Context: an optimization exercise on an open-source flow, tuned for small area, a short achievable clock period and few clock cycles. The choices shown serve that exercise and are no tape-out recipe. RTL that was checked went through simulation tests only; none was proved equivalent to the original. For runs 1 and 5, only the layout was checked, not whether the RTL still works.

### flow/flow/run.sh
#!/bin/bash
set -e
bash standard.sh BUFFER_PORTS_ARGS="-buffer_cell sky130_fd_sc_hd__buf_4" SETUP_SLACK_MARGIN=16.5 ABC_AREA=1 CTS_CLUSTER_SIZE=20 CTS_CLUSTER_DIAMETER=120 finish > standard.log 2>&1
### flow/config.mk
export PLATFORM = sky130hd
export DESIGN_NAME = SP
export DESIGN_NICKNAME = SP
export VERILOG_FILES = /design/flow/design.v
export SDC_FILE = /design/flow/constraint.sdc
export NUM_CORES = 4
export LEC_CHECK = 0
export CAP_MARGIN = 20
export CORE_MARGIN = 2
export CORE_UTILIZATION = 40
export SLEW_MARGIN = 20
### flow/constraint.sdc
create_clock -name core_clock -period 22.0 [get_ports {clk}]
set_input_delay 4.4000 -clock core_clock [delete_from_list [all_inputs] [get_ports {clk}]]
set_output_delay 4.4000 -clock core_clock [all_outputs]
set_load 0.01 [all_outputs]
### flow/standard.sh
#!/bin/bash
# synth_recipe.tcl (not shown) runs the flow's synth.tcl, then flattens the netlist and writes it again
# the make line also repeats each setting of config.mk as NAME=value (left out here)
make -C /OpenROAD-flow-scripts/flow DESIGN_CONFIG=/design/flow/config.mk WORK_HOME=/design/flow/orfs CLKGATE_MAP_FILE= SYNTH_SCRIPT=/design/flow/synth_recipe.tcl "${@:-finish}"
### flow/design.v
module SP(
	clk,
	rst_n,
	cg_en,
	in_valid,
	in_data,
	in_mode,
	out_valid,
	out_data
);
input		clk;
input		rst_n;
input		in_valid;
input		cg_en;
input [8:0] in_data;
input [2:0] in_mode;
output reg 		  out_valid;
output reg [9:0]  out_data;
integer i;
function sgt;
	input [8:0] a;
	input [8:0] b;
	reg [8:0] u, v;
	integer j;
	begin
		u = {~a[8], a[7:0]};
		v = {~b[8], b[7:0]};
		sgt = 1'b0;
		for (j = 0; j < 9; j = j + 1)
			sgt = (u[j] & ~v[j]) | (~(~u[j] & v[j]) & sgt);
	end
endfunction
reg       busy;
reg [4:0] c;
reg [2:0] mode;
reg       o1, o2;
wire start = in_valid && !busy;
always @(posedge clk or negedge rst_n) begin
	if (!rst_n) busy <= 1'b0;
	else if (start) busy <= 1'b1;
	else if (o2) busy <= 1'b0;
end
always @(posedge clk) begin
	c <= busy ? c + 5'd1 : 5'd0;
	if (start) mode <= in_mode;
end
wire m1 = mode[1];
wire m2 = mode[2];
wire [4:0] nc = c + 5'd1;
reg inph, fen, ins_raw, ins_f, ins_q, clr, lastins;
wire nraw0 = !(in_mode[2] && !in_mode[1]);
always @(posedge clk or negedge rst_n) begin
	if (!rst_n) begin
		inph <= 1'b0; fen <= 1'b0; ins_raw <= 1'b0; ins_f <= 1'b0; ins_q <= 1'b0;
		clr <= 1'b0; lastins <= 1'b0;
	end else begin
		inph    <= start || busy && nc <= 5'd8;
		fen     <= busy && m1 && nc >= 5'd9 && nc <= 5'd17;
		ins_raw <= start && nraw0 ||
		           busy && (m1 ? nc <= 5'd7 : !m2 && nc <= 5'd8);
		ins_f   <= busy && m1 && !m2 && nc >= 5'd10 && nc <= 5'd18;
		ins_q   <= busy && m2 && (m1 ? (nc >= 5'd13 && nc <= 5'd21) : (nc >= 5'd4 && nc <= 5'd12));
		clr     <= busy && m1 && nc == 5'd8;
		lastins <= busy && (m2 ? (m1 ? nc == 5'd21 : nc == 5'd12) : (m1 ? nc == 5'd18 : nc == 5'd8));
	end
end
wire ins = ins_raw || ins_f || ins_q;
reg [8:0] raw;
always @(posedge clk) raw <= in_data;
wire [7:0] gb;
wire [7:0] nb;
genvar k;
generate for (k = 0; k < 8; k = k + 1) begin : g_dec
	assign gb[k] = ^raw[7:k];
	if (k == 0) assign nb[k] = gb[0];
	else assign nb[k] = gb[k] ^ (raw[8] & (|gb[k-1:0]));
end endgenerate
wire signed [8:0] vdec = mode[0] ? {raw[8] & (|gb), nb} : raw;
reg signed [8:0] S [0:8];
reg signed [8:0] mid;          
reg [7:0] half;                
wire signed [8:0] e = inph ? vdec : S[0];
wire dn = fen && sgt(S[0], mid);
wire up = fen && sgt(mid, S[0]);
wire [8:0] hop = dn ? ~{1'b0, half} : up ? {1'b0, half} : 9'd0;
wire signed [8:0] fe = e + hop + {8'd0, dn};
always @(posedge clk) begin
	for (i = 0; i < 8; i = i + 1) S[i] <= S[i+1];
	S[8] <= fe;
end
wire signed [10:0] s3 = S[6] + S[7] + S[8];
wire signed [8:0] q3;
SP_div3 u_div3(.t(s3), .q(q3));
reg signed [8:0] q;
always @(posedge clk) q <= q3;
wire signed [8:0] x = ins_q ? q : ins_f ? S[8] : vdec;
reg signed [8:0] L [1:5];
reg signed [8:0] mn;
reg [5:1] full;                
reg [5:0] gt;                  
always @(*) begin
	gt[0] = 1'b1;
	for (i = 1; i <= 5; i = i + 1) gt[i] = !full[i] || sgt(x, L[i]);
end
wire signed [8:0] nmax = gt[1] ? x : L[1];
always @(posedge clk) begin
	if (!busy || clr) full <= 5'd0;
	else if (ins) full <= {full[4:1], 1'b1};
	if (ins) begin
		L[1] <= nmax;
		for (i = 2; i <= 5; i = i + 1)
			L[i] <= gt[i-1] ? L[i-1] : (gt[i] ? x : L[i]);
		mn <= nmin;
	end
end
wire signed [8:0] nmin = (!full[1] || sgt(mn, x)) ? x : mn;
wire [9:0] mdiff = nmax - nmin;
wire signed [9:0] msum = nmax + nmin;
always @(posedge clk) begin
	if (clr) begin
		mid <= (msum + {9'd0, msum[9]}) >>> 1;
		half <= mdiff[8:1];
	end
end
always @(posedge clk or negedge rst_n) begin
	if (!rst_n) begin
		o1 <= 1'b0; o2 <= 1'b0;
		out_valid <= 1'b0;
		out_data <= 10'd0;
	end else begin
		o1 <= lastins;
		o2 <= o1;
		out_valid <= lastins | o1 | o2;
		out_data <= lastins ? {nmax[8], nmax} : o1 ? {L[5][8], L[5]} : o2 ? {mn[8], mn} : 10'd0;
	end
end
endmodule
module SP_div3(input [10:0] t, output [8:0] q);
wire [11:0] u;
assign u[8:0] = t[8:0];
assign u[9] = ~t[9];
assign u[10] = ~t[10] ^ t[9];
assign u[11] = ~t[10] & t[9];
wire [1:0] r_0_0 = {1'b0, u[0]};
wire [1:0] r_1_1 = {1'b0, u[1]};
wire [1:0] r_2_2 = {1'b0, u[2]};
wire [1:0] r_3_3 = {1'b0, u[3]};
wire [1:0] r_4_4 = {1'b0, u[4]};
wire [1:0] r_5_5 = {1'b0, u[5]};
wire [1:0] r_6_6 = {1'b0, u[6]};
wire [1:0] r_7_7 = {1'b0, u[7]};
wire [1:0] r_8_8 = {1'b0, u[8]};
wire [1:0] r_9_9 = {1'b0, u[9]};
wire [1:0] r_10_10 = {1'b0, u[10]};
wire [1:0] r_11_11 = {1'b0, u[11]};
wire [1:0] r_11_10 = m3sub(r_10_10, r_11_11);
wire [1:0] r_11_9 = m3sub(r_9_9, r_11_10);
wire [1:0] r_8_7 = m3sub(r_7_7, r_8_8);
wire [1:0] r_8_6 = m3sub(r_6_6, r_8_7);
wire [1:0] r_11_8 = m3sub(r_8_8, r_11_9);
wire [1:0] r_11_7 = m3add(r_11_9, r_8_7);
wire [1:0] r_11_6 = m3sub(r_8_6, r_11_9);
wire [1:0] r_5_4 = m3sub(r_4_4, r_5_5);
wire [1:0] r_5_3 = m3sub(r_3_3, r_5_4);
wire [1:0] r_2_1 = m3sub(r_1_1, r_2_2);
wire [1:0] r_2_0 = m3sub(r_0_0, r_2_1);
wire [1:0] r_5_2 = m3sub(r_2_2, r_5_3);
wire [1:0] r_5_1 = m3add(r_5_3, r_2_1);
wire [1:0] r_5_0 = m3sub(r_2_0, r_5_3);
wire [1:0] r_11_5 = m3sub(r_5_5, r_11_6);
wire [1:0] r_11_4 = m3add(r_11_6, r_5_4);
wire [1:0] r_11_3 = m3sub(r_5_3, r_11_6);
wire [1:0] r_11_2 = m3add(r_11_6, r_5_2);
wire [1:0] r_11_1 = m3sub(r_5_1, r_11_6);
wire [1:0] r_11_0 = m3add(r_11_6, r_5_0);
wire [11:0] qb;
assign qb[11] = 1'b0;
assign qb[0] = r_11_1[1] | (r_11_1[0] & u[0]);
assign qb[1] = r_11_2[1] | (r_11_2[0] & u[1]);
assign qb[2] = r_11_3[1] | (r_11_3[0] & u[2]);
assign qb[3] = r_11_4[1] | (r_11_4[0] & u[3]);
assign qb[4] = r_11_5[1] | (r_11_5[0] & u[4]);
assign qb[5] = r_11_6[1] | (r_11_6[0] & u[5]);
assign qb[6] = r_11_7[1] | (r_11_7[0] & u[6]);
assign qb[7] = r_11_8[1] | (r_11_8[0] & u[7]);
assign qb[8] = r_11_9[1] | (r_11_9[0] & u[8]);
assign qb[9] = r_11_10[1] | (r_11_10[0] & u[9]);
assign qb[10] = r_11_11[1] | (r_11_11[0] & u[10]);
wire neg_rem = t[10] & (r_11_0 != 2'd0);
assign q = qb[8:0] + {8'd0, neg_rem};
function [1:0] m3add(input [1:0] a, input [1:0] b);
  case ({a,b}) 4'b0000: m3add=0; 4'b0001: m3add=1; 4'b0010: m3add=2;
    4'b0100: m3add=1; 4'b0101: m3add=2; 4'b0110: m3add=0;
    4'b1000: m3add=2; 4'b1001: m3add=0; 4'b1010: m3add=1; default: m3add=2'b00; endcase
endfunction
function [1:0] m3sub(input [1:0] b, input [1:0] a);  
  case ({b,a}) 4'b0000: m3sub=0; 4'b0001: m3sub=2; 4'b0010: m3sub=1;
    4'b0100: m3sub=1; 4'b0101: m3sub=0; 4'b0110: m3sub=2;
    4'b1000: m3sub=2; 4'b1001: m3sub=1; 4'b1010: m3sub=0; default: m3sub=2'b00; endcase
endfunction
endmodule
==> results.yml, run 1 <==
final_layout:
  area_growth_pct: 17.0
  final_common_cell: "nand2_1"
  final_nets: 1476
  final_cell_mix: "nand2_1, inv_1, dfxtp_1, nor2_1, o21ai_0"
  num_antenna_cells: 0
  drive_gt1_share_pct: 18.5
synth:
  ys_ff_latch: 203
  synth_edf_count: 74
  synth_cell_types: 56
  synth-seq-area-share_pct: 45.0
  syn_nets: 1409
  synth_area_per_cell_um2: 8.19
  synth-async-reset-ratio_pct: 9.85
  synth_area_mm2: 0.0109
  yosysWarnings: 4
  synthFlopType: "dfxtp_1"
  syn-instance-count: 1330
timing:
  relSlewSlack_pct: 42.3
  hold_viol: 0
  worstMarginPinSlew_ps: 865
  hold_slack_ps: 312
  setup_viol_count_final: 0
  fin_crit_ps: 5480
  setup_tns_ps: 0
  fin_crit_sh_pct: 24.9
  max_freq_ghz: 0.182
  final_max_slew_viol_count: 0
  skew_ps: 25.7
  rsz0062_at_grt: "yes"
drt:
  topRoutingLayerUsed: "met4"
  ant_nets: 0
  drt_iter0_drc: 680
  drt-total-wl_mm: 24.9
  wl_per_cell_um: 14.3
  dr_wl_met2_mm: 11.4
  drc: 0
  wl_met3_mm: 1.05
  vias: 8713
  wl_met1_mm: 12.1
  dr.pass1.iters: 5
  avgViaCountPerCell: 4.99
min_path:
  holdCritStartpoint: "S[1][1]"
  min_to: "S[0][1]"
  hold_depth: 0
  hp-class: "reg2reg"
global_routing:
  grt_pass1_wl_mm: 39.6
  grt_pass1_vias: 7881
  globalRouteOverflowTotal: 0
  antenna_found_initial: 0
  grt_usage_pct: 17.0
  grt_start_max_net_pins: 22
worst_setup_path:
  critPathRequiredTime_ps: 22220
  critPathMaxFanout: 6
  cp_slowest_cell: "dfxtp_4"
  rrSetupSlack_ps: 16520
  critical_path_class: "reg2reg"
  rr_endpoint: "mid[7]"
  worst-r2r-cell-count: 46
  critPathMostFrequentCell: "nand2_2"
  cp-end-kind: "register"
  critPathArrivalTime_ps: 5700
  r2r_start: "raw[6]"
  worstSetupStartpointType: "register"
  max_stage_delay_ps: 400
clock_network:
  cts.clk_slew.worst_paths_ps: 90
  clk_latency_ps: 480
  cts_tree: "yes"
  htreeDepth: 1
  cts-hold-fix-buffers: 0
  ctsLongestPathBuffers: 3
  clockRootBuffer: "clkbuf_16"
  clkSinkCount: 203
  cts_buffers: 14
placement:
  portBuffers: 25
  routabilityCongestion: 0.842
  hpwl_mm: 18.0
job:
  drv_cap: 0
floorplanning:
  ioPinCount: 27
  initial_utilization_pct: 40.5
  rows: 60
  dieHeight_um: 169
  dieArea_mm2: 0.0286
  core_area_mm2: 0.0269
  die_w_um: 169
outcome:
  status: "complete, no violations"
## how the worst max path moves through the flow
stage,startpoint,end,slack [ps],cells after the start
floorplan,raw[7],mid[7],16940,46
global placement,raw[7],mid[7],15510,45
detailed placement,raw[7],mid[7],15430,45
CTS,raw[7],mid[7],16520,47
global route,raw[6],mid[7],16240,46
finish,raw[6],mid[7],16520,46
## worst max-delay path, delay by kind of cell (launching register included)
family | cells | cell delay [ps]
AND/OR/NAND/NOR | 33 | 3280
AO/OA/AOI/OAI | 5 | 750
flip-flops | 1 | 400
adder cells (fa/ha/maj) | 2 | 390
buffers and inverters | 5 | 310
XOR/XNOR | 1 | 110
## Yosys cell counts (all sizes together) (14+ instances only)
master	number	area [um^2]
fa	14	280
buf	17	128
a21oi	55	275
edfxtp	74	2220
dfrtp	20	500
ha	49	613
inv	167	627
o21ai	112	572
nand2	359	1440
nand3	92	490
or2	18	113
xor2	32	288
nor2	99	394
dfxtp	109	2180
## cell type report
| cell class | count | area (um^2) |
|---|---|---|
| well taps | 341 | 427 |
| inverters | 170 | 683 |
| flip-flops and latches | 203 | 4930 |
| repair buffers | 78 | 609 |
| fillers | 2576 | 14100 |
| clock inverters | 3 | 36.3 |
| clock buffers | 20 | 373 |
| multi-input cells | 929 | 5690 |
| repair inverters | 1 | 5.00 |
## logic make-up after synthesis
| logic type | share of synthesized area (%) |
|---|---|
| adder cells (fa/ha/maj) | 8.20 |
| flip-flops | 45.0 |
| buffers and inverters | 7.48 |
| XOR/XNOR | 3.37 |
| AO/OA/AOI/OAI | 12.0 |
| AND/OR/NAND/NOR | 23.9 |
## per-layer routing
metal / global-route usage [%] / vias to the layer above
met4: 3.16 / 0
met5: 0 / -
li1: - / 4494
met1: 24.6 / 4029
met3: 1.75 / 20
met2: 27.9 / 170
## state kept, by name (all words and copies together), names as in the netlist, 3 cells and up
signal	count
out_data	9
L	45
mn	9
half	8
mode	3
raw	9
mid	9
c	5
full	5
S	81
q	9
## metrics by stage
step                worst slack (ps)  instance area (um^2)  utilization (%)  cells
finish                         16520                 12800             47.4   1745
global route                   16240                 12800             47.4   1745
CTS                            16520                 12000             44.7   1702
detailed placement             15430                 11300             42.2   1667
global placement               15510                 11300             42.2   1667
floorplan                      16940                 10900                -   1330
## what timing repair did
action	in CTS	in global routing
cloned	1	2
gates resized for setup	39	121
setup buffers	11	41
setup endpoints to repair	9	6
pin swaps	10	40
==> run 2, diff against run 1 <==
--- a/flow/design.v
+++ b/flow/design.v
@@ -48,33 +48,41 @@
 wire m2 = mode[2];
 wire [4:0] nc = c + 5'd1;
-reg inph, fen, ins_raw, ins_f, ins_q, clr, lastins;
+reg inph, fen, ins_e, ins_q, clr, lastins;
 wire nraw0 = !(in_mode[2] && !in_mode[1]);
 always @(posedge clk or negedge rst_n) begin
 	if (!rst_n) begin
-		inph <= 1'b0; fen <= 1'b0; ins_raw <= 1'b0; ins_f <= 1'b0; ins_q <= 1'b0;
+		inph <= 1'b0; fen <= 1'b0; ins_e <= 1'b0; ins_q <= 1'b0;
 		clr <= 1'b0; lastins <= 1'b0;
 	end else begin
 		inph    <= start || busy && nc <= 5'd8;
-		fen     <= busy && m1 && nc >= 5'd9 && nc <= 5'd17;
-		ins_raw <= start && nraw0 ||
-		           busy && (m1 ? nc <= 5'd7 : !m2 && nc <= 5'd8);
-		ins_f   <= busy && m1 && !m2 && nc >= 5'd10 && nc <= 5'd18;
-		ins_q   <= busy && m2 && (m1 ? (nc >= 5'd13 && nc <= 5'd21) : (nc >= 5'd4 && nc <= 5'd12));
-		clr     <= busy && m1 && nc == 5'd8;
-		lastins <= busy && (m2 ? (m1 ? nc == 5'd21 : nc == 5'd12) : (m1 ? nc == 5'd18 : nc == 5'd8));
-	end
-end
-wire ins = ins_raw || ins_f || ins_q;
-reg [8:0] raw;
-always @(posedge clk) raw <= in_data;
-wire [7:0] gb;
+		fen     <= busy && m1 && nc >= 5'd10 && nc <= 5'd18;
+		ins_e   <= start && nraw0 ||
+		           busy && (nc <= 5'd8 ? (m1 || !m2) : (m1 && !m2 && nc >= 5'd10 && nc <= 5'd18));
+		ins_q   <= busy && m2 && (m1 ? (nc >= 5'd13 && nc <= 5'd21) : (nc >= 5'd3 && nc <= 5'd11));
+		clr     <= busy && m1 && nc == 5'd9;
+		lastins <= busy && (m2 ? (m1 ? nc == 5'd21 : nc == 5'd11) : (m1 ? nc == 5'd18 : nc == 5'd8));
+	end
+end
+wire ins = ins_e || ins_q;
+reg [7:0] gi;                 
+reg       sg;
+wire [7:0] gin;
+genvar k;
+generate for (k = 0; k < 8; k = k + 1) begin : g_gray
+	if (k >= 4) assign gin[k] = ^in_data[7:k];
+	else assign gin[k] = ^in_data[3:k];
+end endgenerate
+always @(posedge clk) begin
+	gi <= gin;
+	sg <= in_data[8];
+end
+wire [7:0] gb = {gi[7:4], gi[3:0] ^ {4{gi[4]}}};
+wire [7:0] gr = {gi[7:4] ^ {1'b0, gi[7:5]}, gi[3:0] ^ {1'b0, gi[3:1]}};    
 wire [7:0] nb;
-genvar k;
-generate for (k = 0; k < 8; k = k + 1) begin : g_dec
-	assign gb[k] = ^raw[7:k];
+generate for (k = 0; k < 8; k = k + 1) begin : g_neg
 	if (k == 0) assign nb[k] = gb[0];
-	else assign nb[k] = gb[k] ^ (raw[8] & (|gb[k-1:0]));
+	else assign nb[k] = gb[k] ^ (sg & (|gb[k-1:0]));
 end endgenerate
-wire signed [8:0] vdec = mode[0] ? {raw[8] & (|gb), nb} : raw;
+wire signed [8:0] vdec = mode[0] ? {sg & (|gb), nb} : {sg, gr};
 reg signed [8:0] S [0:8];
 reg signed [8:0] mid;          
@@ -89,10 +97,9 @@
 	S[8] <= fe;
 end
-wire signed [10:0] s3 = S[6] + S[7] + S[8];
+reg signed [10:0] s3;
+always @(posedge clk) s3 <= S[7] + S[8] + fe;
 wire signed [8:0] q3;
 SP_div3 u_div3(.t(s3), .q(q3));
-reg signed [8:0] q;
-always @(posedge clk) q <= q3;
-wire signed [8:0] x = ins_q ? q : ins_f ? S[8] : vdec;
+wire signed [8:0] x = ins_q ? q3 : fe;
 reg signed [8:0] L [1:5];
 reg signed [8:0] mn;
@@ -104,4 +111,5 @@
 end
 wire signed [8:0] nmax = gt[1] ? x : L[1];
+wire signed [8:0] nmin = (!full[1] || sgt(mn, x)) ? x : mn;
 always @(posedge clk) begin
 	if (!busy || clr) full <= 5'd0;
@@ -114,7 +122,6 @@
 	end
 end
-wire signed [8:0] nmin = (!full[1] || sgt(mn, x)) ? x : mn;
-wire [9:0] mdiff = nmax - nmin;
-wire signed [9:0] msum = nmax + nmin;
+wire signed [9:0] msum = L[1] + mn;
+wire [9:0] mdiff = L[1] - mn;
 always @(posedge clk) begin
 	if (clr) begin
==> run 2 against run 1 <==
Critical path depth decreased by 45. Hold slack got worse by 7.2 ps. Core utilization down 2.7 points. Routed wire length decreased by 5.2%. Sequential share of layout area is 3.3 points higher. Via count decreased by 4.8%. Area after synthesis decreased by 0.18%. Die area fell by 0.18%. Critical endpoint is now out_data[9]. Highest routed layer unchanged.
==> results.yml, run 2 <==
worst_setup_path:
  path_buf_inv: 1
  critPathArrivalTime_ps: 1050
  max_stage_delay_ps: 420
  critPathMaxFanout: 2
  cp.depth: 1
  worst-r2r-cell-count: 32
  cp_slowest_cell: "dfrtp_1"
  worstSetupStartpointType: "register"
  path_cells: "buf_4"
  path_delay_family: "flip-flops"
  critPathRequiredTime_ps: 17600
  critical_path_class: "reg2out"
  rrSetupSlack_ps: 16850
  cp-end-kind: "output pin"
global_routing:
  grt_pass1_vias: 7880
  grt_pass1_wl_mm: 38.6
  met1_usage_pct: 22.3
  grt_start_max_net_pins: 22
  grt_usage_pct: 16.6
  antenna_found_initial: 0
  grt_use_met3_pct: 2.41
  global_route.usage.met2_pct: 28.1
  busiest_layer: "met2"
  globalRouteOverflowTotal: 0
timing:
  max_freq_ghz: 0.183
  relSlewSlack_pct: 51.6
  setup_viol_count_final: 0
  worstMarginPinSlew_ps: 726
  final_max_slew_viol_count: 0
  setup_slack_ps: 16550
  hold_viol: 0
  setup_tns_ps: 0
  fin_crit_ps: 5450
  rsz0062_at_grt: "no"
  fin_crit_sh_pct: 24.8
  skew_ps: 27.7
floorplanning:
  rows: 60
  initial_utilization_pct: 40.6
  die_w_um: 169
  core_area_mm2: 0.0268
  dieHeight_um: 169
  ioPinCount: 27
  dieArea_mm2: 0.0285
final_layout:
  num_antenna_cells: 0
  final_common_cell: "nand2_1"
  final_cell_mix: "nand2_1, inv_1, dfxtp_1, nor2_1, edfxtp_1"
  drive_gt1_share_pct: 9.66
  area_growth_pct: 10.4
  regMostFlops: "S"
  largest_reg_flops: 81
  reg_top3: "S: 81 flops, L: 45 flops, s3: 11 flops"
  final_nets: 1404
synth:
  synthFlopType: "dfxtp_1"
  synth_top_area_share_pct: 21.5
  synthTopCellsByArea: "dfxtp_1, edfxtp_1, nand2_1"
  ys_ff_latch: 210
  ys_top_cells_by_count: "nand2_1, inv_1, dfxtp_1"
  yosysWarnings: 4
  synth-seq-area-share_pct: 46.3
  synth_area_per_cell_um2: 8.41
  synth_edf_count: 74
  syn-instance-count: 1293
  syn_nets: 1369
  synth_area_mm2: 0.0109
  yosysTopAreaCell: "dfxtp_1"
  yosysMostFrequentCell: "nand2_1"
  synth_cell_types: 51
  synth-async-reset-ratio_pct: 9.05
drt:
  drc: 0
  drt-total-wl_mm: 23.6
  ant_nets: 0
  avgViaCountPerCell: 4.95
  vias: 8296
  wl_per_cell_um: 14.1
  drt_iter0_drc: 647
  dr.pass1.iters: 5
clock_network:
  cts_buffers: 14
  htreeDepth: 1
  cts-hold-fix-buffers: 0
  clkSinkCount: 210
  clockRootBuffer: "clkbuf_16"
  ctsLongestPathBuffers: 3
  clk_latency_ps: 490
  cts_tree: "yes"
  cts.clk_slew.worst_paths_ps: 100
min_path:
  hold_depth: 0
  hp-class: "reg2reg"
placement:
  hpwl_mm: 17.8
  dpl_worst_slack_ps: 15780
  portBuffers: 25
  routabilityCongestion: 0.858
job:
  drv_cap: 0
outcome:
  status: "complete, no violations"
[run 2: timing repair]
item                                    4_1_cts  5_1_grt
pin swaps                                     2       13
buffers inserted                              2        9
resized for setup                            13       22
endpoints found under the setup margin       56       98
gates cloned                                  1        3
[run 2: per-stage QoR]
step	hold slack, ps	area (um^2)	cells	utilization [%]
CTS	314	11800	1663	44.1
global route	330	12000	1676	44.8
global placement	310	11300	1637	42.3
detailed placement	312	11300	1637	42.3
finish	305	12000	1676	44.8
floorplan	310	10900	1293	-
[run 2: area by class of cell]
| cell class | count | area, um^2 |
|---|---|---|
| fill | 2562 | 14800 |
| sequential | 210 | 5040 |
| multi-input combinational | 854 | 5020 |
| inverter | 211 | 792 |
| tap | 341 | 427 |
| clock buffer | 22 | 402 |
| timing repair buffer | 37 | 307 |
| clock inverter | 1 | 11.3 |
[run 2: cells by family after synthesis]
group           Yosys count  share of synthesized area (%)
fa+ha+maj                60                           7.87
simple gates            508                           20.8
xor+xnor                 52                           4.19
buf+inv                 233                           8.72
compound gates          230                           12.1
flops                   210                           46.3
[run 2: final timing paths]
kind                                  start           to
worst max-delay path            out_data[8]  out_data[9]
worst min-delay path                S[6][0]      S[5][0]
worst max register to register       mid[1]      L[2][0]
worst min register to register      S[6][0]      S[5][0]
max in group asynchronous             rst_n          clr
min in group asynchronous             rst_n  out_data[6]
[run 2: per-layer routing]
| metal | routed length (um) | share of wire (%) |
|---|---|---|
| met2 | 11000 | 46 |
| met3 | 990 | 4.2 |
| met4 | 567 | 2.4 |
| met5 | 0 | 0 |
| met1 | 11100 | 47 |
Testbench counts of run 2, summed over its fixed seeds: cycles 10,253.
==> run 3, diff against run 2 <==
==> flow/flow/run.sh (replaced) <==
#!/bin/bash
set -e
bash standard.sh BUFFER_PORTS_ARGS="-buffer_cell sky130_fd_sc_hd__buf_4" SETUP_SLACK_MARGIN=16.5 ABC_AREA=1 CTS_ARGS="-sink_clustering_enable -repair_clock_nets -sink_clustering_size 20 -sink_clustering_max_diameter 120 -dont_use_dummy_load" finish > standard.log 2>&1
==> run 3 against run 2 <==
Sequential share of layout area increased by 0.14 points. Area after synthesis did not move. Core utilization decreased by 0.15 points. Largest cell class unchanged. Worst setup slack improved by 9.4 ps. Via count about the same. Die area stayed put. Critical path type unchanged. Final area down 0.33%. Non-clock buffer count up 4. Final cell count fell by 0.24%. Sequential cell count is the same. Highest routed layer unchanged.
==> results.yml, run 3 <==
worst_setup_path:
  cp-end-kind: "output pin"
  path_buf_inv: 1
  critPathArrivalTime_ps: 1040
  max_stage_delay_ps: 420
  rr_endpoint: "L[2][0]"
  critical_path_class: "reg2out"
  critPathMaxFanout: 2
  path_cells: "buf_4"
  cp_slowest_cell: "dfrtp_1"
  r2r_start: "mid[1]"
  rrSetupSlack_ps: 16860
  critPathRequiredTime_ps: 17600
  worstSetupStartpointType: "register"
  worst-r2r-cell-count: 32
  path_delay_family: "flip-flops"
min_path:
  min_to: "S[5][0]"
  holdCritStartpoint: "S[6][0]"
  hold_depth: 0
  hp-class: "reg2reg"
synth:
  synth_compound_area_share_pct: 12.1
  synth_edf_count: 74
  synth_xor_area_share_pct: 4.19
  synth-async-reset-ratio_pct: 9.05
  synthTopCellsByArea: "dfxtp_1, edfxtp_1, nand2_1"
  synth_simple_gate_area_share_pct: 20.8
  synth-seq-area-share_pct: 46.3
  synthFlopType: "dfxtp_1"
  yosysWarnings: 4
  synth_area_mm2: 0.0109
  yosysMostFrequentCell: "nand2_1"
  synth_top_family_by_area: "simple AND/OR/NAND/NOR gates"
  ys_top_cells_by_count: "nand2_1, inv_1, dfxtp_1"
  synth_fa_ha_area_share_pct: 7.87
  synth_area_per_cell_um2: 8.41
  syn-instance-count: 1293
  synthMuxAreaShare_pct: 0
  yosysTopAreaCell: "dfxtp_1"
  synth_top_area_share_pct: 21.5
  ys_ff_latch: 210
  syn_nets: 1369
  synth_cell_types: 51
drt:
  ant_nets: 0
  avgViaCountPerCell: 4.96
  drt-total-wl_mm: 23.7
  drt_iter0_drc: 635
  wl_per_cell_um: 14.2
  vias: 8290
  dr.pass1.iters: 5
  drc: 0
clock_network:
  clkSinkCount: 210
  htreeDepth: 1
  ctsLongestPathBuffers: 3
  cts-hold-fix-buffers: 0
  cts.clk_slew.worst_paths_ps: 100
  cts_buffers: 14
  cts_tree: "yes"
  clockRootBuffer: "clkbuf_16"
  clk_latency_ps: 490
job:
  drv_cap: 0
final_layout:
  reg_top3: "S: 81 flops, L: 45 flops, s3: 11 flops"
  area_growth_pct: 10.0
  final_nets: 1408
  final_common_cell: "nand2_1"
  multi_input_area_mm2: 0.00501
  regMostFlops: "S"
  largest_reg_flops: 81
  drive_gt1_share_pct: 9.70
  seqCellArea_mm2: 0.00504
  final_cell_mix: "nand2_1, inv_1, dfxtp_1, nor2_1, edfxtp_1"
  final_area_mm2: 0.0120
  fillers: 2561
floorplanning:
  initial_utilization_pct: 40.6
  core_area_mm2: 0.0268
  die_w_um: 169
  ioPinCount: 27
  dieArea_mm2: 0.0285
  rows: 60
  dieHeight_um: 169
timing:
  final_max_slew_viol_count: 0
  relSlewSlack_pct: 50.9
  rsz0062_at_grt: "no"
  fin_crit_ps: 5440
  setup_viol_count_final: 0
  max_freq_ghz: 0.184
  worstMarginPinSlew_ps: 737
  setup_tns_ps: 0
  setup_slack_ps: 16560
  fin_crit_sh_pct: 24.7
  hold_viol: 0
  skew_ps: 53.6
global_routing:
  antenna_found_initial: 0
  grt_usage_pct: 16.6
  globalRouteOverflowTotal: 0
  grt_pass1_vias: 7855
  grt_pass1_wl_mm: 38.5
  grt_start_max_net_pins: 21
placement:
  portBuffers: 25
  dpl_worst_slack_ps: 15780
  hpwl_mm: 17.8
  place_area_mm2: 0.0113
  routabilityCongestion: 0.858
outcome:
  status: "complete, no violations"
[run 3: cell counts after synthesis]
No cell type changed its count.
[run 3: cell families after synthesis]
family	after synthesis
simple gates	508
buf+inv	233
compound gates	230
flops	210
fa+ha+maj	60
xor+xnor	52
[run 3: how the worst max path moves through the flow]
stage | start | end | slack [ps] | cells past startpoint
floorplan | out_data[8] | out_data[9] | 17060 | 1
global placement | S[0][1] | L[2][1] | 15830 | 29
detailed placement | S[0][1] | L[2][1] | 15780 | 29
CTS | mid[1] | L[2][1] | 16520 | 29
global route | mid[1] | L[2][0] | 16480 | 32
finish | out_data[8] | out_data[9] | 16560 | 1
[run 3: what timing repair did]
| action | 4_1_cts | 5_1_grt |
|---|---|---|
| pin swaps | 2 | 12 |
| cloned | 1 | 3 |
| endpoints found under the setup margin | 56 | 98 |
| setup buffers | 2 | 13 |
| resized for setup | 13 | 20 |
[run 3: stage by stage]
| step | utilization (%) | std cells | hold slack, ps |
|---|---|---|---|
| finish | 44.6 | 1672 | 306 |
| global route | 44.6 | 1671 | 333 |
| CTS | 43.9 | 1654 | 315 |
| detailed placement | 42.3 | 1637 | 312 |
| global placement | 42.3 | 1637 | 310 |
| floorplan | - | 1293 | 310 |
[run 3: final cells by class]
cell class                 instances  share of cell area (%)
tap                              341                    3.57
antenna                            1                  0.0209
inverter                         211                    6.62
multi-input combinational        854                    41.9
clock buffer                      14                    2.93
timing repair buffer              41                    2.81
sequential                       210                    42.1
[run 3: routing by layer]
layer  part of all wire (%)  vias up  track usage, %  wire length (um)
li1                       -     4272               -                 -
met1                     47     3822            22.2             11200
met2                     46      157            28.1             10900
met3                    3.8       39            2.41               895
met4                    2.7        0            4.39               650
met5                      0        -               0                 0
==> run 4, diff against run 3 <==
==> flow/flow/run.sh (replaced) <==
#!/bin/bash
# Layout flow: the standard ORFS flow (standard.sh, standard synthesis
# unchanged), with these settings passed on to ORFS:
#  - port buffers are buf_4 cells (the default pick is a slow delay cell);
#  - ABC's area script for technology mapping;
#  - timing repair aims for 16.5 ns of setup slack at the unchanged 22 ns
#    clock, i.e. it works on paths longer than 5.5 ns;
#  - clock tree: sink clusters of up to 20 registers within 120 um, and no
#    dummy loads.
# The clock, its period and the I/O constraints are the standard flow's, unchanged.
# The full make output goes to standard.log; ORFS keeps each tool's own log
# under orfs/logs/.
set -e
bash standard.sh \
  BUFFER_PORTS_ARGS="-buffer_cell sky130_fd_sc_hd__buf_4" \
  ABC_AREA=1 \
  SETUP_SLACK_MARGIN=16.5 \
  CTS_ARGS="-sink_clustering_enable -repair_clock_nets -sink_clustering_size 20 -sink_clustering_max_diameter 120 -dont_use_dummy_load" \
  finish > standard.log 2>&1
==> run 4 against run 3 <==
Synthesized cell count is the same. Area after synthesis is the same. Routed wire length stayed put. Final cell count is the same. Fmax unchanged. Die area stayed put. Via count stayed put. Sequential cell count stayed put. Critical endpoint unchanged. Largest cell class unchanged. Highest routed layer unchanged.
==> results.yml, run 4 <==
timing:
  rsz0062_at_grt: "no"
  final_max_slew_viol_count: 0
  fin_crit_sh_pct: 24.7
  relSlewSlack_pct: 50.9
  setup_tns_ps: 0
  skew_ps: 53.6
  fin_crit_ps: 5440
  setup_viol_count_final: 0
  hold_slack_ps: 306
  hold_viol: 0
  max_freq_ghz: 0.184
  worstMarginPinSlew_ps: 737
worst_setup_path:
  critPathRequiredTime_ps: 17600
  critPathMaxFanout: 2
  cp-end-kind: "output pin"
  path_cells: "buf_4"
  critical_path_class: "reg2out"
  path_delay_family: "flip-flops"
  rr_endpoint: "L[2][0]"
  critPathArrivalTime_ps: 1040
  cp.depth: 1
  r2r_start: "mid[1]"
  worst-r2r-cell-count: 32
  rrSetupSlack_ps: 16860
  cp_slowest_cell: "dfrtp_1"
  max_stage_delay_ps: 420
  worstSetupStartpointType: "register"
  path_buf_inv: 1
floorplanning:
  ioPinCount: 27
  die_w_um: 169
  initial_utilization_pct: 40.6
  core_area_mm2: 0.0268
  dieHeight_um: 169
  rows: 60
  dieArea_mm2: 0.0285
synth:
  synth_area_mm2: 0.0109
  synthTopCellsByArea: "dfxtp_1, edfxtp_1, nand2_1"
  synth_cell_types: 51
  yosysMostFrequentCell: "nand2_1"
  syn-instance-count: 1293
  ys_ff_latch: 210
  synth_area_per_cell_um2: 8.41
  synth-seq-area-share_pct: 46.3
  synth-async-reset-ratio_pct: 9.05
  yosysWarnings: 4
  synthFlopType: "dfxtp_1"
  ys_top_cells_by_count: "nand2_1, inv_1, dfxtp_1"
  synth_top_area_share_pct: 21.5
  yosysTopAreaCell: "dfxtp_1"
  synth_edf_count: 74
  syn_nets: 1369
placement:
  portBuffers: 25
  hpwl_mm: 17.8
  place_area_mm2: 0.0113
  routabilityCongestion: 0.858
global_routing:
  grt_usage_pct: 16.6
  grt_pass1_wl_mm: 38.5
  globalRouteOverflowTotal: 0
  grt_pass1_vias: 7855
  grt_start_max_net_pins: 21
  antenna_found_initial: 0
clock_network:
  clk_latency_ps: 490
  cts_buffers: 14
  cts_tree: "yes"
  clkSinkCount: 210
  ctsLongestPathBuffers: 3
  clockRootBuffer: "clkbuf_16"
  cts-hold-fix-buffers: 0
  cts.clk_slew.worst_paths_ps: 100
  htreeDepth: 1
final_layout:
  final_area_mm2: 0.0120
  regMostFlops: "S"
  fillers: 2561
  final_nets: 1408
  final_cell_mix: "nand2_1, inv_1, dfxtp_1, nor2_1, edfxtp_1"
  final_common_cell: "nand2_1"
  area_growth_pct: 10.0
  reg_top3: "S: 81 flops, L: 45 flops, s3: 11 flops"
  seqCellArea_mm2: 0.00504
  largest_reg_flops: 81
  final_util_pct: 44.6
  multi_input_area_mm2: 0.00501
  drive_gt1_share_pct: 9.70
drt:
  drt-total-wl_mm: 23.7
  drc: 0
  ant_nets: 0
  wl_per_cell_um: 14.2
  avgViaCountPerCell: 4.96
  dr.pass1.iters: 5
  drt_iter0_drc: 635
  vias: 8290
outcome:
  status: "complete, no violations"
min_path:
  hold_depth: 0
  min_to: "S[5][0]"
  holdCritStartpoint: "S[6][0]"
  hp-class: "reg2reg"
job:
  drv_cap: 0
run 4: cell counts in the layout (fill, tap and decap cells not counted):
Identical to the previous run, type by type.
run 4: logic make-up after synthesis:
| kind of cell | count (synthesis) | synth area share (%) |
|---|---|---|
| and+or+nand+nor | 508 | 20.8 |
| buffers and inverters | 233 | 8.72 |
| AOI/OAI and AO/OA | 230 | 12.1 |
| DFF | 210 | 46.3 |
| adders and majority gates | 60 | 7.87 |
| xor gates and xnor gates | 52 | 4.19 |
run 4: timing repair:
item,in CTS,in global routing
gates cloned,1,3
resized for setup,13,20
buffers inserted,2,13
endpoints found under the setup margin,56,98
pin swaps,2,12
run 4: layout make-up:
| cell class | instances | area share (%) |
|---|---|---|
| Tap cell | 341 | 3.57 |
| Sequential cell | 210 | 42.1 |
| Antenna cell | 1 | 0.0209 |
| Clock buffer | 14 | 2.93 |
| Timing Repair Buffer | 41 | 2.81 |
| Multi-Input combinational cell | 854 | 41.9 |
| Inverter | 211 | 6.62 |
run 4: layer usage:
layer	global-route usage, %	vias up	part of all wire (%)
met5	0	-	0
met4	4.39	0	2.7
met3	2.41	39	3.8
met2	28.1	157	46
met1	22.2	3822	47
li1	-	4272	-
run 4: how the worst max path moves through the flow:
stage                              to        start
after global placement        L[2][1]      S[0][1]
after detailed placement      L[2][1]      S[0][1]
after CTS                     L[2][1]       mid[1]
final                     out_data[9]  out_data[8]
after floorplan           out_data[9]  out_data[8]
after global routing          L[2][0]       mid[1]
run 4: through the flow:
stage	worst slack [ps]	cells
floorplan	17060	1293
finish	16560	1672
global route	16480	1671
detailed placement	15780	1637
global placement	15830	1637
CTS	16520	1654
==> run 5, diff against run 4 <==
--- a/flow/design.v
+++ b/flow/design.v
@@ -42,27 +42,29 @@
 end
 always @(posedge clk) begin
-	c <= busy ? c + 5'd1 : 5'd0;
+	c <= jump ? 5'd10 : busy ? nc : 5'd0;
 	if (start) mode <= in_mode;
 end
 wire m1 = mode[1];
 wire m2 = mode[2];
+wire jump;
 wire [4:0] nc = c + 5'd1;
-reg inph, fen, ins_e, ins_q, clr, lastins;
+reg inph, fen, ins_e, ins_q, clr, at8, lastins;
 wire nraw0 = !(in_mode[2] && !in_mode[1]);
 always @(posedge clk or negedge rst_n) begin
 	if (!rst_n) begin
 		inph <= 1'b0; fen <= 1'b0; ins_e <= 1'b0; ins_q <= 1'b0;
-		clr <= 1'b0; lastins <= 1'b0;
+		clr <= 1'b0; at8 <= 1'b0; lastins <= 1'b0;
 	end else begin
 		inph    <= start || busy && nc <= 5'd8;
-		fen     <= busy && m1 && nc >= 5'd10 && nc <= 5'd18;
-		ins_e   <= start && nraw0 ||
+		fen     <= jump || busy && m1 && nc >= 5'd10 && nc <= 5'd18;
+		ins_e   <= start && nraw0 || jump && !m2 ||
 		           busy && (nc <= 5'd8 ? (m1 || !m2) : (m1 && !m2 && nc >= 5'd10 && nc <= 5'd18));
 		ins_q   <= busy && m2 && (m1 ? (nc >= 5'd13 && nc <= 5'd21) : (nc >= 5'd3 && nc <= 5'd11));
-		clr     <= busy && m1 && nc == 5'd9;
+		clr     <= !jump && busy && m1 && nc == 5'd9;
+		at8     <= busy && m1 && nc == 5'd8;
 		lastins <= busy && (m2 ? (m1 ? nc == 5'd21 : nc == 5'd11) : (m1 ? nc == 5'd18 : nc == 5'd8));
 	end
 end
-wire ins = ins_e || ins_q;
+wire ins = ins_e && !jump || ins_q;
 reg [7:0] gi;                 
 reg       sg;
@@ -112,6 +114,7 @@
 wire signed [8:0] nmax = gt[1] ? x : L[1];
 wire signed [8:0] nmin = (!full[1] || sgt(mn, x)) ? x : mn;
-always @(posedge clk) begin
-	if (!busy || clr) full <= 5'd0;
+assign jump = at8 && !gt[1] && !sgt(mn, x);
+always @(posedge clk) begin
+	if (!busy || clr || jump) full <= 5'd0;
 	else if (ins) full <= {full[4:1], 1'b1};
 	if (ins) begin
@@ -125,5 +128,5 @@
 wire [9:0] mdiff = L[1] - mn;
 always @(posedge clk) begin
-	if (clr) begin
+	if (clr || at8) begin
 		mid <= (msum + {9'd0, msum[9]}) >>> 1;
 		half <= mdiff[8:1];
==> run 5 against run 4 <==
Core utilization grew 0.78 points. Critical path type unchanged. Final area grew 2.6%. Routed wire length shrank 1.4%. Final cell count grew 0.78%. Worst setup slack gained 29 ps. Die area grew 1.6%. Sequential share of layout area shrank 0.87 points. Area after synthesis grew 1.6%. Clock-buffer cell count is the same. Fmax grew 0.54%.
==> results.yml, run 5 <==
placement:
  portBuffers: 25
  dpl_worst_slack_ps: 15380
  placed_cells: 1644
  routabilityCongestion: 0.848
  hpwl_mm: 17.4
drt:
  wl_per_cell_um: 13.9
  ant_nets: 0
  drt_iter0_drc: 476
  vias: 8246
  avgViaCountPerCell: 4.89
  drt-total-wl_mm: 23.4
  dr.pass1.iters: 5
  drc: 0
final_layout:
  final_cells: 1685
  area_growth_pct: 11.1
  final_common_cell: "nand2_1"
  largest_reg_flops: 81
  final_util_pct: 45.4
  drive_gt1_share_pct: 13.5
  fillers: 2670
  num_antenna_cells: 0
  final_nets: 1422
  final_cell_mix: "nand2_1, inv_1, dfxtp_1, nor2_1, edfxtp_1"
  regMostFlops: "S"
  reg_top3: "S: 81 flops, L: 45 flops, s3: 11 flops"
clock_network:
  clkSinkCount: 211
  cts_buffers: 14
  cts.clk_slew.worst_paths_ps: 90
  clk_latency_ps: 470
  cts-hold-fix-buffers: 0
  ctsLongestPathBuffers: 3
  htreeDepth: 1
  cts_tree: "yes"
  clockRootBuffer: "clkbuf_16"
synth:
  synthTopCellsByArea: "dfxtp_1, edfxtp_1, nand2_1"
  yosysMostFrequentCell: "nand2_1"
  ys_ff_latch: 211
  syn-instance-count: 1299
  yosysWarnings: 4
  synth_area_per_cell_um2: 8.51
  synth-seq-area-share_pct: 45.8
  yosysTopAreaCell: "dfxtp_1"
  synth_edf_count: 74
  ys_top_cells_by_count: "nand2_1, inv_1, dfxtp_1"
  synth_area_mm2: 0.0110
  synthFlopType: "dfxtp_1"
  synth_cell_types: 54
  syn_nets: 1375
  synth_top_area_share_pct: 21.2
  synth-async-reset-ratio_pct: 9.48
worst_setup_path:
  r2r_start: "S[0][2]"
  path_cells: "buf_4"
  critPathRequiredTime_ps: 17600
  cp-end-kind: "output pin"
  max_stage_delay_ps: 390
  critPathArrivalTime_ps: 1020
  critical_path_class: "reg2out"
  rrSetupSlack_ps: 16920
  worstSetupStartpointType: "register"
  worst-r2r-cell-count: 31
  path_delay_family: "flip-flops"
  path_buf_inv: 1
  cp_slowest_cell: "dfrtp_1"
  rr_endpoint: "u_div3.r_8_7[0]"
  critPathMaxFanout: 1
timing:
  fin_crit_ps: 5420
  fin_crit_sh_pct: 24.6
  skew_ps: 35.7
  setup_tns_ps: 0
  setup_viol_count_final: 0
  worstMarginPinSlew_ps: 670
  max_freq_ghz: 0.185
  final_max_slew_viol_count: 0
  rsz0062_at_grt: "no"
  hold_viol: 0
  relSlewSlack_pct: 55.3
  setup_slack_ps: 16580
min_path:
  hold_depth: 0
  holdCritStartpoint: "S[3][8]"
  hp-class: "reg2reg"
  min_to: "S[2][8]"
floorplanning:
  dieHeight_um: 170
  ioPinCount: 27
  core_area_mm2: 0.0270
  die_w_um: 170
  initial_utilization_pct: 40.9
  rows: 60
  dieArea_mm2: 0.0290
global_routing:
  globalRouteOverflowTotal: 0
  antenna_found_initial: 0
  grt_pass1_vias: 7641
  grt_start_max_net_pins: 29
  grt_pass1_wl_mm: 36.8
  grt_usage_pct: 15.7
outcome:
  status: "complete, no violations"
job:
  drv_cap: 0
## run 5: changes by cell type after synthesis, moves of 5 or more
cell      delta
o311ai_1     +5
o21a_1       +6
o21ai_0     -10
nand4_1      -5
a21oi_1     +10
nor2_1      -11
a211oi_1     -5
o21ai_2      +8
inv_2        +7
nand2_2     +11
nand2_1      -7
o21ai_1      -9
and2_1       -8
## run 5: area by class of cell
class                      count  area (um^2)  share of cell area (%)
clock buffer                  14          350                    2.85
inverter                     220          842                    6.86
multi-input combinational    854         5250                    42.8
sequential                   211         5060                    41.3
tap                          341          427                    3.48
timing repair buffer          45          338                    2.75
## run 5: worst register-to-register path, delay by kind of cell (launching register included)
family | cells | cell delay (ps)
AOI/OAI and AO/OA | 9 | 1250
xor gates and xnor gates | 3 | 740
buffers and inverters | 7 | 640
adders and majority gates | 4 | 1360
DFF | 1 | 310
and+or+nand+nor | 8 | 690
## run 5: timing repair
| action | 4_1_cts | 5_1_grt |
|---|---|---|
| resized for setup | 27 | 23 |
| setup endpoints to repair | 86 | 81 |
| cloned | 0 | 7 |
| pin swaps | 1 | 9 |
| setup buffers | 2 | 18 |
## run 5: how the worst max path moves through the flow
stage                start         endpoint  slack, ps  depth (start not counted)
2_1_floorplan  out_data[8]      out_data[9]      17060                          1
3_3_place_gp       S[0][3]            mn[0]      15410                         31
3_5_place_dp        mid[3]            mn[0]      15380                         30
4_1_cts             mid[1]            mn[8]      16530                         38
5_1_grt             mid[1]  u_div3.r_8_7[0]      16500                         35
6_report       out_data[5]      out_data[5]      16580                          1
## run 5: layer usage
metal  vias up  wire length (um)  share of wire [%]  global-route usage, %
met4         0               351                1.5                   3.16
met5         -                 0                  0                      0
met2       106             11000                 47                   27.0
li1       4311                 -                  -                      -
met1      3808             11300                 48                   21.3
met3        21               680                2.9                   1.91
## run 5: through the flow
stage | instance area [um^2] | hold WS [ps]
2_1_floorplan | 11000 | 310
3_3_place_gp | 11500 | 311
3_5_place_dp | 11500 | 312
4_1_cts | 12000 | 301
5_1_grt | 12300 | 301
6_report | 12300 | 306
## run 5: kinds of logic (layout without fill, tap and decap cells)
logic type	after synthesis	in the layout	share of synthesized area [%]
simple gates	496	498	20.3
buf+inv	241	279	9.00
compound gates	234	239	12.6
flops	211	211	45.8
fa+ha+maj	61	61	7.85
xor+xnor	56	56	4.44
==> run 6, diff against run 5 <==
--- a/flow/design.v
+++ b/flow/design.v
@@ -66,5 +66,5 @@
 	end
 end
-wire ins = ins_e && !jump || ins_q;
+wire ins = ins_e || ins_q;
 reg [7:0] gi;                 
 reg       sg;
==> run 6 against run 5 <==
Clock skew up 0.92 ps. Sequential cell count unchanged. Register-to-register slack about the same. Clock-buffer cell count unchanged. Synthesized cell count down 0.85%.
==> results.yml, run 6 <==
global_routing:
  globalRouteOverflowTotal: 0
  grt_pass1_vias: 7444
  grt_start_max_net_pins: 34
  grt_pass1_wl_mm: 36.1
  antenna_found_initial: 0
  grt_usage_pct: 15.5
worst_setup_path:
  path_buf_inv: 1
  cp_slowest_cell: "dfrtp_1"
  max_stage_delay_ps: 390
  critPathRequiredTime_ps: 17600
  worstSetupStartpointType: "register"
  critPathMaxFanout: 2
  cp-end-kind: "output pin"
  critical_path_class: "reg2out"
  path_cells: "buf_4"
  path_delay_family: "flip-flops"
  critPathArrivalTime_ps: 1010
synth:
  synth_area_per_cell_um2: 8.46
  yosysTopAreaCell: "dfxtp_1"
  yosysWarnings: 4
  synth_top_area_share_pct: 21.5
  synth-seq-area-share_pct: 46.5
  yosysMostFrequentCell: "nand2_1"
  ys_top_cells_by_count: "nand2_1, inv_1, dfxtp_1"
  synth_cell_types: 51
  synthTopCellsByArea: "dfxtp_1, edfxtp_1, nand2_1"
  ys_ff_latch: 211
  synth-async-reset-ratio_pct: 9.48
  synthFlopType: "dfxtp_1"
  synth_area_mm2: 0.0109
  synth_edf_count: 74
  syn_nets: 1364
  syn-instance-count: 1288
timing:
  skew_ps: 36.7
  setup_viol_count_final: 0
  fin_crit_sh_pct: 24.6
  relSlewSlack_pct: 59.3
  hold_viol: 0
  rsz0062_at_grt: "no"
  fin_crit_ps: 5410
  max_freq_ghz: 0.185
  worstMarginPinSlew_ps: 610
  final_max_slew_viol_count: 0
  setup_tns_ps: 0
  setup_slack_ps: 16590
clock_network:
  clockRootBuffer: "clkbuf_16"
  clkSinkCount: 211
  cts.clk_slew.worst_paths_ps: 80
  cts_tree: "yes"
  cts_buffers: 14
  clk_latency_ps: 480
  htreeDepth: 1
  cts-hold-fix-buffers: 0
  ctsLongestPathBuffers: 3
drt:
  wl_per_cell_um: 13.5
  drc: 0
  vias: 8143
  drt_iter0_drc: 543
  dr.pass1.iters: 5
  ant_nets: 0
  drt-total-wl_mm: 22.5
  avgViaCountPerCell: 4.91
outcome:
  status: "complete, no violations"
final_layout:
  regMostFlops: "S"
  reg_top3: "S: 81 flops, L: 45 flops, s3: 11 flops"
  num_antenna_cells: 0
  final_common_cell: "nand2_1"
  largest_reg_flops: 81
  drive_gt1_share_pct: 10.5
  final_nets: 1397
  area_growth_pct: 10.3
  final_cell_mix: "nand2_1, inv_1, dfxtp_1, nor2_1, edfxtp_1"
placement:
  routabilityCongestion: 0.836
  hpwl_mm: 16.9
  dpl_worst_slack_ps: 15800
  portBuffers: 25
floorplanning:
  rows: 60
  ioPinCount: 27
  initial_utilization_pct: 40.5
  dieHeight_um: 169
  die_w_um: 169
  dieArea_mm2: 0.0286
  core_area_mm2: 0.0269
min_path:
  hp-class: "reg2reg"
job:
  drv_cap: 0
-- run 6: cell types whose count changed after synthesis, moves of 4 or more --
cell,previous run,this run
nor2_1,81,101
a22oi_1,7,11
o21a_1,7,2
xnor2_1,17,13
nand3_2,10,6
o311ai_1,5,0
inv_2,14,8
o21ai_0,61,71
inv_1,201,196
nand2_2,25,14
o22ai_1,12,7
-- run 6: cell families (layout without fill, tap and decap cells) --
| logic type | after synthesis | after routing | synth area share (%) |
|---|---|---|---|
| xor gates and xnor gates | 54 | 54 | 4.34 |
| DFF | 211 | 211 | 46.5 |
| and+or+nand+nor | 495 | 498 | 19.8 |
| buffers and inverters | 229 | 257 | 8.70 |
| AOI/OAI and AO/OA | 239 | 239 | 12.9 |
| adders and majority gates | 60 | 60 | 7.85 |
-- run 6: final timing paths --
check | from | to | slack, ps | depth (start not counted)
setup reg to reg | mid[1] | c[4] | 16910 | 32
min in group asynchronous | rst_n | o1 | 3800 | 1
hold reg to reg | S[2][2] | S[1][2] | 330 | 0
max in group asynchronous | rst_n | clr | 17930 | 1
hold / removal | S[2][2] | S[1][2] | 330 | 0
setup / recovery | out_data[8] | out_data[8] | 16590 | 1
-- run 6: routing by layer --
metal	GRT usage, %	share of wire, %	wire length (um)
met1	21.6	48	10700
met2	26.0	47	10500
met3	2.20	3.9	872
met4	3.20	1.9	417
met5	0	0	0
-- run 6: what timing repair did --
item | in CTS | in global routing
resized for setup | 14 | 31
buffers inserted | 0 | 10
endpoints found under the setup margin | 82 | 112
pin swaps | 0 | 13
gates cloned | 0 | 3
-- run 6: cell type report --
class / count / area [um^2]
timing repair buffer: 36 / 324
multi-input combinational: 851 / 5070
sequential: 211 / 5060
inverter: 207 / 788
fill: 2654 / 14900
clock buffer: 14 / 350
tap: 341 / 427
-- run 6: metrics by stage --
stage	utilization, %	instances	instance area [um^2]	hold slack, ps
after floorplan	-	1288	10900	310
after global placement	42.2	1632	11300	310
after detailed placement	42.2	1632	11300	312
after CTS	43.7	1646	11800	329
after global routing	44.7	1660	12000	333
final	44.7	1660	12000	328
Testbench counts of run 6, summed over its fixed seeds: cycles 9,997.

==> port drivers added, routing unchanged <==
No port has a modelled driver above. Below, the same layouts with a new extraction and two added sets of constraints. Step 1 assumes that a clkbuf_16 drives the clock port and a buf_2 every other input. Step 2 also shifts input and output timing later by t, the mid clock arrival at the registers, as if the neighbouring blocks saw the same clock. Slacks: ideal ports / drivers / drivers and shift; pairs: ideal ports / drivers.
run	t, ns	setup slack, ns	clock arrival spread, ns
run 1	0.517	16.519 / 16.519 / 16.519	0.026 / 0.026
run 2	0.522	16.546 / 16.497 / 16.784	0.028 / 0.027
run 3	0.513	16.555 / 16.506 / 16.781	0.054 / 0.054
run 4	0.513	16.555 / 16.506 / 16.781	0.054 / 0.054
run 5	0.503	16.584 / 16.539 / 16.920	0.036 / 0.036
run 6	0.504	16.592 / 16.548 / 16.756	0.037 / 0.037
After both steps setup and hold are still met in every run listed.
